From an optimization exercise on the open Yosys and OpenROAD flow, aimed at small area, a short achievable clock period and few clock cycles per item; shortcuts taken in it are not production practice.
Function was checked by simulation only, so behaviour that the tests miss may differ from the original.
Power figures rest on the tool's default switching activity, not on a simulated workload.

==> flow/design.v, too long to show whole: its modules and the start of the top module <==
// module mult: 2240 lines
// module mult_bsel: 10 lines
// module mult_fa: 10 lines
// module mult_ha: 9 lines
module mult #(
    parameter int INPUT_WIDTH = 32,
    parameter bit IS_SIGNED   = 1'b0
) (
    input logic aclk,
    input logic arst_n,
    input  logic [              1:0] in_tvalid,
    output logic [              1:0] in_tready,
    input  logic [2*INPUT_WIDTH-1:0] in_tdata,
    output logic                     out_tvalid,
    input  logic                     out_tready,
    output logic [2*INPUT_WIDTH-1:0] out_tdata
);
  // ...
==> flow/flow/run.sh <==
#!/bin/bash
# Standard layout, with the timing repair aimed below the clock period: the
# repair steps keep SETUP_SLACK_MARGIN of setup slack, so the layout's achieved
# period comes out near (clock period - margin).
set -euo pipefail
bash standard.sh SETUP_SLACK_MARGIN=6 finish > flow_make.log 2>&1
==> flow/standard.sh <==
#!/bin/bash
# synth_recipe.tcl (not shown) runs the flow's synth.tcl, then flattens the netlist and writes it again
# the make line also repeats each setting of config.mk as NAME=value (left out here)
make -C /OpenROAD-flow-scripts/flow DESIGN_CONFIG=/design/flow/config.mk WORK_HOME=/design/flow/orfs CLKGATE_MAP_FILE= SYNTH_SCRIPT=/design/flow/synth_recipe.tcl "${@:-finish}"
==> flow/config.mk <==
export PLATFORM = sky130hd
export DESIGN_NAME = mult
export DESIGN_NICKNAME = mult
export VERILOG_FILES = /design/flow/design.v
export SDC_FILE = /design/flow/constraint.sdc
export NUM_CORES = 4
export LEC_CHECK = 0
export ABC_AREA = 0
export CAP_MARGIN = 20
export CORE_MARGIN = 2
export CORE_UTILIZATION = 40
export PLACE_DENSITY = 0.6
export SLEW_MARGIN = 20
export SYNTH_HIERARCHICAL = 1
==> flow/constraint.sdc <==
create_clock -name core_clock -period 11.0 [get_ports {aclk}]
set_input_delay 2.2000 -clock core_clock [delete_from_list [all_inputs] [get_ports {aclk}]]
set_output_delay 2.2000 -clock core_clock [all_outputs]
set_load 0.01 [all_outputs]
==> results.sh, run 1 <==
export IMPL_status="complete, no violations"
export IMPL_die_y_um=287
export IMPL_drv_slew=0
export IMPL_syn_area_um2=32100
export IMPL_inv_count=45
export IMPL_p_sw_frac=0.502
export IMPL_hpwlAfterDp_um=70400
export IMPL_max_stage_delay_ns=0.37
export IMPL_dpl_cell_count=3746
export IMPL_routedWlPerCell_um=30.5
export IMPL_buffers_excl_clock=307
export IMPL_final_clkbuf_count=29
export IMPL_regMostFlops="s_r"
export IMPL_ys_top_cells_by_area="fa_1 (30%), a22oi_2 (21%), edfxtp_1 (19%), xnor2_1 (15%), ha_1 (3.6%)"
export IMPL_p_comb_uw=12700
export IMPL_netlist_cell_type_count=65
export IMPL_worstHoldStart="v1_r$_SDFFE_PN0N_"
export IMPL_rsz0062_at_grt="yes"
export IMPL_postPlaceCellArea_um2=35400
export IMPL_cp_required_ns=8.80
export IMPL_synth_area_per_cell_um2=13.0
export IMPL_synthXorXnorAreaFrac=0.164
export IMPL_wl_um=119000
export IMPL_vias_per_cell=6.28
export IMPL_r2r_start="a[13]$_DFFE_PN_"
export IMPL_startpoint="s_r[0]$_DFFE_PP_"
export IMPL_power_leakage_uw=0.0127
export IMPL_place_congestion=0.956
export IMPL_min_period_ns=5.74
export IMPL_yosys_area_share_simple=0.0400
export IMPL_synth_top_family_by_area="adder cells"
export IMPL_irDropWorstVdd_uv=405
export IMPL_ios=136
export IMPL_rrSetupSlack_ns=6.10
export IMPL_cts_hold_buffers_added=0
export IMPL_cp_num_buf_inv=3
export IMPL_cts_tree="built"
export IMPL_drcViolationCount=0
export IMPL_port_buffers=135
Testbench counts, summed over its fixed seeds: cycles 3,216, items 3,200.
==> run 2, diff against run 1 <==
==> flow/run.sh (new file) <==
#!/bin/bash
# synth_recipe.tcl (not shown) runs the flow's synth.tcl, then flattens the netlist and writes it again
# the make line also repeats each setting of config.mk as NAME=value (left out here)
make -C /OpenROAD-flow-scripts/flow DESIGN_CONFIG=/design/flow/config.mk WORK_HOME=/design/flow/orfs CLKGATE_MAP_FILE= SYNTH_SCRIPT=/design/flow/synth_recipe.tcl finish
--- a/flow/config.mk
+++ b/flow/config.mk
@@ -10,5 +10,6 @@
 export CORE_MARGIN = 2
 export CORE_UTILIZATION = 40
 export PLACE_DENSITY = 0.6
+export SETUP_SLACK_MARGIN = 5
 export SLEW_MARGIN = 20
 export SYNTH_HIERARCHICAL = 1
removed: flow/flow/run.sh
removed: flow/standard.sh
==> results.sh, run 2 <==
export IMPL_cts_buffers=24
export IMPL_largest_reg_flops=64
export IMPL_synth_main_ff_cell="edfxtp_1"
export IMPL_p_sw_frac=0.496
export IMPL_grt_usage=0.276
export IMPL_synthCells=2477
export IMPL_irDropWorstVdd_uv=355
export IMPL_syn_area_um2=32100
export IMPL_status="complete, no violations"
export IMPL_vias_per_cell=6.32
export IMPL_yosysMostFrequentCell="xnor2_1"
export IMPL_synth_common_cells="xnor2_1 (565), a22oi_2 (528), fa_1 (480)"
export IMPL_die_y_um=287
export IMPL_final_common_cell="xnor2_1"
export IMPL_setup_viol=0
export IMPL_layout_common_cells="xnor2_1 (565), a22oi_2 (529), fa_1 (480), edfxtp_1 (207), clkdlybuf4s50_1 (111)"
export IMPL_cts_htree_levels=1
export IMPL_grt_max_degree=79
export IMPL_min_period_ns=5.94
export IMPL_ys_seq_area_frac=0.195
export IMPL_postRouteAntennaNets=0
export IMPL_clock_sinks=209
export IMPL_top_regs="s_r (64), c_r (63), a (32)"
export IMPL_design_area_um2=36800
export IMPL_diodes=0
export IMPL_drt_first_pass_iters=6
export IMPL_port_buffers=135
export IMPL_finalHoldViolations=0
export IMPL_power_frac_comb=0.812
export IMPL_rows=103
export IMPL_fill_cells=7104
export IMPL_die_w_um=287
export IMPL_synth_largest_area_cell="fa_1"
export IMPL_clockPowerShare=0.057
export IMPL_drtIter0Drc=2423
export IMPL_multi_input_area_um2=26100
export IMPL_cp_required_ns=8.80
export IMPL_cp_arrival_ns=3.74
export IMPL_netlist_cell_type_count=65
export IMPL_ys_top_cells_by_area="fa_1 (30%), a22oi_2 (21%), edfxtp_1 (19%), xnor2_1 (15%), ha_1 (3.6%)"
export IMPL_slew_headroom=0.348
export IMPL_cts_tree="built"
export IMPL_clock_latency_ns=0.59
export IMPL_power_internal_uw=7510
export IMPL_core_um2=79300
export IMPL_synth_warning_count=7
export IMPL_synth_edf_count=207
export IMPL_syn_to_final_growth_pct=14.6
export IMPL_drv_cap=0
export IMPL_rsz0062_at_grt="yes"
export IMPL_synth_async_reset_ratio=0
export IMPL_pwr_density_cell_nw_per_um2=405
export IMPL_die_area_um2=82600
export IMPL_start_util=0.405
export IMPL_skew_ns=0.0192
export IMPL_yosys_area_top_type_share=0.299
export IMPL_place_congestion=0.954
export IMPL_crit_path_end_kind="output port"
export IMPL_overflow=0
export IMPL_nNetsFinal=3391
export IMPL_wl_um=114000
export IMPL_hpwlAfterDp_um=68800
export IMPL_power_leakage_uw=0.0122
export IMPL_ff_latch_area_um2=6260
export IMPL_path_clk_slew_ns=0.07
export IMPL_min_path_type="flop to flop"
export IMPL_clock_tree_root_cell="clkbuf_16"
export IMPL_vias=24100
export IMPL_dpl_cell_count=3747
export IMPL_worst_pin_slew_ns=0.978
export IMPL_fmax_mhz=168
export IMPL_p_switching_uw=7400
export IMPL_tns_ns=0
export IMPL_synth_area_per_cell_um2=13.0
export IMPL_finalCritPeriodShare=0.540
export IMPL_power_uw=14900
export IMPL_routedWlPerCell_um=30.0
export IMPL_antenna_found_initial=5
export IMPL_grt_pass1_vias=26200
export IMPL_ios=136
export IMPL_clockBufferDepth=3
export IMPL_cts_hold_buffers_added=0
export IMPL_crit_type="flop to output port"
export IMPL_final_cells=3817
export IMPL_seq_power_share=0.131
export IMPL_drv_slew=0
export IMPL_grt_pass1_wl_um=170000
export IMPL_startpoint_type="flop"
export IMPL_postPlaceCellArea_um2=35400
export IMPL_layout_drive_gt1_share=0.267
export IMPL_worstPathMaxFanout=5
export IMPL_drcViolationCount=0
export IMPL_regMostFlops="s_r"
export IMPL_synth_seq_cells=209
==> run 2: cell types whose count changed in the layout (fill, tap and decap cells not counted), moves of 12 or more <==
cell	before	now
a21oi_1	55	74
a21oi_2	20	6
buf_2	48	0
buf_4	147	108
buf_6	28	0
clkdlybuf4s50_1	72	111
ha_1	53	75
ha_4	32	11
xnor2_1	553	565
==> run 2: final timing paths <==
check / start / endpoint / slack (ns) / cells after the start
worst max-delay path: c_r[5]$_DFFE_PP_ / out_tdata[48] / 5.06 / 13
worst min register to register: v1_r$_SDFFE_PN0N_ / v2_r$_SDFFE_PN0P_ / 0.61 / 1
worst min-delay path: v1_r$_SDFFE_PN0N_ / v2_r$_SDFFE_PN0P_ / 0.61 / 1
worst max register to register: a[12]$_DFFE_PN_ / c_r[32]$_DFFE_PP_ / 6.06 / 10
==> run 2: kinds of logic after synthesis <==
group	Yosys count	share of synthesized area
fa+ha+maj	573	0.335
mux	1	0.000351
buf+inv	73	0.00892
compound gates	773	0.256
xor+xnor	603	0.164
flops	209	0.195
other cells	1	0.000117
simple gates	244	0.0400
==> run 2: critical path, cell delays in order (launching register included) <==
cell and delay (ns):
edfxtp_1 0.38, ha_2 0.40, o211ai_2 0.17, a211oi_2 0.28, a21oi_2 0.12, o311ai_4 0.31
a211oi_4 0.10, buf_4 0.17, o21ai_4 0.25, buf_4 0.17, a21boi_2 0.07, o31ai_2 0.28
xor2_1 0.17, dlygate4sd2_1 0.28
==> run 2: repair_timing <==
| item | CTS | global route |
|---|---|---|
| resized for setup | 67 | 34 |
| buffers inserted | 21 | 5 |
| pin swaps | 22 | 13 |
| setup endpoints to repair | 33 | 29 |
==> run 2: power groups by stage <==
stage / combinational [uW] / sequential (uW) / clock [uW]
6_report: 12100 / 1950 / 855
3_5_place_dp: 11600 / 1940 / 0
4_1_cts: 11700 / 1940 / 876
5_1_grt: 13200 / 1970 / 904
2_1_floorplan: 6160 / 2140 / 0
3_3_place_gp: 11400 / 1930 / 0
==> run 2: per-module statistics from Yosys, one instance, submodules excluded <==
module / flip-flops and latches / cells inside / times used
mult: 209 / 911 / 1
mult_bsel: 0 / 2 / 528
mult_ha: 0 / 1 / 30
mult_fa: 0 / 1 / 480
==> run 2: through the flow <==
stage	hold slack [ns]	utilization	worst slack, ns
after floorplan	0.460	-	5.10
after global placement	0.509	0.447	4.82
after detailed placement	0.536	0.447	4.80
after CTS	0.612	0.462	4.86
after global routing	0.635	0.464	4.96
final	0.610	0.464	5.06
==> run 2: routing by layer <==
metal | share of wire | GRT usage | vias to the layer above
met3 | 0.11 | 0.0752 | 408
met5 | 0.00024 | 0 | -
li1 | - | - | 9698
met1 | 0.40 | 0.361 | 12400
met2 | 0.45 | 0.429 | 1561
met4 | 0.048 | 0.119 | 4
==> run 2: layout make-up <==
| cell class | count | share of cell area |
|---|---|---|
| Clock inverter | 16 | 0.00581 |
| Clock buffer | 28 | 0.0167 |
| Multi-Input combinational cell | 2226 | 0.708 |
| Tap cell | 1050 | 0.0357 |
| Timing Repair Buffer | 243 | 0.0588 |
| Inverter | 45 | 0.00466 |
| Sequential cell | 209 | 0.170 |

## afterwards: timing with drivers on the ports
The flow's constraints put no driver on any port. The routed layouts listed below were extracted and timed again, unchanged, in two steps.
Step 1 (the two cells are an assumption about what drives the block):
set clk [get_ports {aclk}]
set_driving_cell -lib_cell sky130_fd_sc_hd__clkbuf_16 $clk
set_driving_cell -lib_cell sky130_fd_sc_hd__buf_2 [delete_from_list [all_inputs] $clk]
Step 2 also shifts input and output timing later by t, the mid clock arrival at the registers, as if the neighbouring blocks saw the same clock.
Slacks: ideal / step 1 / step 2; pairs: ideal / step 1.
| run | shift t [ns] | slack for setup (ns) | clock arrival spread, ns |
|---|---|---|---|
| run 1 | 0.639 | 5.261 / 5.200 / 5.840 | 0.026 / 0.027 |
| run 2 | 0.635 | 5.060 / 5.000 / 5.074 | 0.020 / 0.019 |
After both steps every run listed still meets setup and hold.
